This is an optimization exercise on Yosys and OpenROAD, whose aim is small area, a short achievable clock period and few clock cycles per item, not a production implementation.
RTL that was checked went through simulation tests only; none was proved equivalent to the original.
Power figures rest on the tool's default switching activity, not on a simulated workload.

== T ==
## fpm
module fpm(
  input clk,
  input rst,
  input [31:0] number_in,
  input number_a_valid,
  output number_a_ready,
  input number_b_valid,
  output number_b_ready,
  output [31:0] number_out,
  output result_valid
);
Size: about 260 flip-flops, about 71 I/O pins, roughly 19000 sq um of cells after synthesis.
export LEC_CHECK = 0
export CAP_MARGIN = 20
export CORE_MARGIN = 2
export CORE_UTILIZATION = 40
export SETUP_SLACK_MARGIN = 5
export SLEW_MARGIN = 20
export SYNTH_HIERARCHICAL = 1
create_clock -name core_clock -period 9.0 [get_ports {clk}]
standard.sh (not shown) runs the stock make flow with config.mk's settings and CLKGATE_MAP_FILE= SYNTH_SCRIPT=/design/flow/synth_recipe.tcl, a recipe that flattens the netlist after the stock synthesis.
==> flow/flow/run.sh <==
#!/bin/bash
set -euo pipefail
bash standard.sh SETUP_SLACK_MARGIN=5.5 BUFFER_PORTS_ARGS=-buffer_cell\ sky130_fd_sc_hd__buf_1 CTS_ARGS=-sink_clustering_enable\ -repair_clock_nets\ -dont_use_dummy_load\ -buf_list\ sky130_fd_sc_hd__clkbuf_16\ -sink_clustering_size\ 35\ -sink_clustering_max_diameter\ 80 finish > standard.log 2>&1
T | status: complete | timing, DRC, antenna: pass
Modified inputs, R compared to T
diff --git a/flow/design.v b/flow/design.v
--- a/flow/design.v
+++ b/flow/design.v
@@ -962,23 +962,34 @@
   wire [12:0] lo_g = lo_a & lo_b;
   wire [12:0] lo_k = lo_a | lo_b;
   wire [13:0] lo_c;
   assign lo_c[0] = 1'b0;
   genvar gl;
   generate
     for (gl = 0; gl < 13; gl = gl + 1) begin : g_lo
       assign lo_c[gl+1] = lo_g[gl] | (lo_p[gl] & lo_c[gl]);
     end
   endgenerate
   wire lo_nz = |(lo_p ^ {lo_k[11:0], 1'b0});
-  wire [34:0] phn = tsn[34:0] + tcn[34:0] + {34'd0, ~c13};
+  wire [34:0] ph_p = tsn[34:0] ^ tcn[34:0];
+  wire [34:0] ph_g = tsn[34:0] & tcn[34:0];
+  wire [35:0] ph_c;
+  wire [34:0] phn;
+  assign ph_c[0] = ~c13;
+  genvar gp;
+  generate
+    for (gp = 0; gp < 35; gp = gp + 1) begin : g_ph
+      assign phn[gp] = ph_p[gp] ^ ph_c[gp];
+      assign ph_c[gp+1] = ph_g[gp] | (ph_p[gp] & ph_c[gp]);
+    end
+  endgenerate
   wire [34:0] ph = ~phn;   
   wire        p47 = ph[34];
   wire [25:0] sig_z = p47 ? {ph[34:10], stlo | |ph[9:0]} : {ph[33:9], stlo | |ph[8:0]};
   wire [10:0] em1_b;
   wire [9:0]  s1_em1;
   assign em1_b[0] = 1'b1;
   generate
     for (gl = 0; gl < 10; gl = gl + 1) begin : g_em1
       assign s1_em1[gl] = s1_e[gl] ^ em1_b[gl];
       assign em1_b[gl+1] = em1_b[gl] & ~s1_e[gl];
     end
--- outcome ---
- R: all stages done; final checks FAILED (setup timing).
- R vs T: net switching power figure down in R
- T → R: die boundary height lost 3.8 um; sequential share of cell area neither gained nor lost much; final design area excluding fillers neither gained nor lost much.
- R vs T: buffer count excluding the clock tree in the final layout up
- Setup-violating endpoint count in the final report ends up higher on R.
- Summary of R over T: number of vias after detailed routing now sits lower; number of tapcells now sits lower; synthesized area now sits lower; share of total power in the clock network now sits higher.
- What R reported for met1 layer wirelength in the final routing has to be multiplied by 1.09 to get the figure for T.
Function was not checked in any run of this note: the RTL went through the layout flow alone.

--- another note on this design; it stands on its own ---

// fpm
module fpm(
  input clk,
  input rst,
  input [31:0] number_in,
  input number_a_valid,
  output number_a_ready,
  input number_b_valid,
  output number_b_ready,
  output [31:0] number_out,
  output result_valid
);
  reg phase;             
  reg nrm_a, nrm_b;      
  reg vx, vy, vz, vw;    
  reg slow;              
  reg rv;
  reg ar_q, br_q;        
  reg [31:0] ra, rb;
  reg        hb;         
  reg [4:0]  k;          
  reg [12:0] mm;         
  reg [36:0] tsn, tcn;   
  reg        c13, stlo;  
  reg [9:0]  s1_e;       
  reg        s1_s, s1_nan, s1_inf, s1_zero, s1_slow;
  reg [25:0] sig;        
  reg [9:0]  e;          
  reg        le0;        
  reg        s2_s, s2_nan, s2_inf, s2_zero;
  reg [31:0] out;
  wire [7:0] ea = ra[30:23];
  wire [7:0] eb = rb[30:23];
  wire ha = |ea;
  wire hb_e = |eb;
  wire [23:0] ma = {ha, ra[22:0]};
  wire [23:0] mb = {hb, rb[22:0]};
  wire fa0 = ~|ra[22:0];
  wire fb0 = ~|rb[22:0];
  wire a_zero = ~ha & fa0;
  wire b_zero = ~hb_e & fb0;
  wire a_max = &ea;
  wire b_max = &eb;
  wire a_nan = a_max & ~fa0;
  ...
For scale: ~260 flip-flops, roughly 20,000 um2 of cells after synthesis.
export LEC_CHECK = 0
export CAP_MARGIN = 20
export CORE_MARGIN = 2
export CORE_UTILIZATION = 40
export SETUP_SLACK_MARGIN = 5
export SLEW_MARGIN = 20
export SYNTH_HIERARCHICAL = 1
create_clock -name core_clock -period 9.0 [get_ports {clk}]
standard.sh (not shown) runs the stock make flow with config.mk's settings and CLKGATE_MAP_FILE= SYNTH_SCRIPT=/design/flow/synth_recipe.tcl, a recipe that flattens the netlist after the stock synthesis.
==> flow/flow/run.sh <==
#!/bin/bash
set -euo pipefail
bash standard.sh SETUP_SLACK_MARGIN=5.8 BUFFER_PORTS_ARGS=-buffer_cell\ sky130_fd_sc_hd__buf_2 CTS_ARGS=-sink_clustering_enable\ -repair_clock_nets\ -dont_use_dummy_load\ -buf_list\ sky130_fd_sc_hd__clkbuf_8\ -sink_clustering_size\ 25 finish > standard.log 2>&1
The baseline ran to the end with no violations.
Testbench counts at the start, summed over its fixed seeds: cycles 6,440, items 3,200.
Edit:
==> flow/flow/run.sh (replaced) <==
#!/bin/bash
set -euo pipefail
bash standard.sh SETUP_SLACK_MARGIN=5.5 BUFFER_PORTS_ARGS=-buffer_cell\ sky130_fd_sc_hd__buf_2 CTS_ARGS=-sink_clustering_enable\ -repair_clock_nets\ -dont_use_dummy_load\ -buf_list\ sky130_fd_sc_hd__clkbuf_8\ -sink_clustering_size\ 25 finish > standard.log 2>&1
- CORE_UTILIZATION: 40 -> 65
- PLACE_DENSITY: default -> 0.75
After rerunning: Clock skew increases by 13 ps. Sequential share of layout area is higher by 3.1 points. Worst setup slack is worse by 140 ps. Total power goes down by 12%. Fmax decreases by 4.2%. Utilization goes up by 22 points. Wire length decreases by 13%.

## what the ideal ports hide
How much do the figures lean on ideal ports? The routed layouts below were timed once more, with nothing changed but the port constraints. Step 1, drivers: a clkbuf_16 drives clk and a buf_2 each remaining input, both assumed. Step 2 times the ports against the registers' clock, not the clock port: input delays grow and output delays shrink by t, the midpoint of the rising clock arrivals with the driver on. Three values: no drivers, after step 1, after step 2; two values: the first two.
run	shift t [ns]	slack for setup (ns)	hold slack, ns	clock arrival spread, ns
T	0.567	2.871 / 2.871 / 2.871	0.371 / 0.371 / 0.371	0.067 / 0.066
R	0.567	-4.399 / -4.399 / -4.399	0.353 / 0.353 / 0.353	0.080 / 0.080
the first run of note 2	0.657	5.671 / 5.671 / 5.372	0.361 / 0.361 / 0.361	0.069 / 0.070
the second run of note 2	0.598	5.526 / 5.526 / 5.525	0.339 / 0.339 / 0.339	0.085 / 0.085
The setup slack of the first run of note 2, which loses most, moves by 0.000 ns with the drivers and by -0.299 ns with both steps.
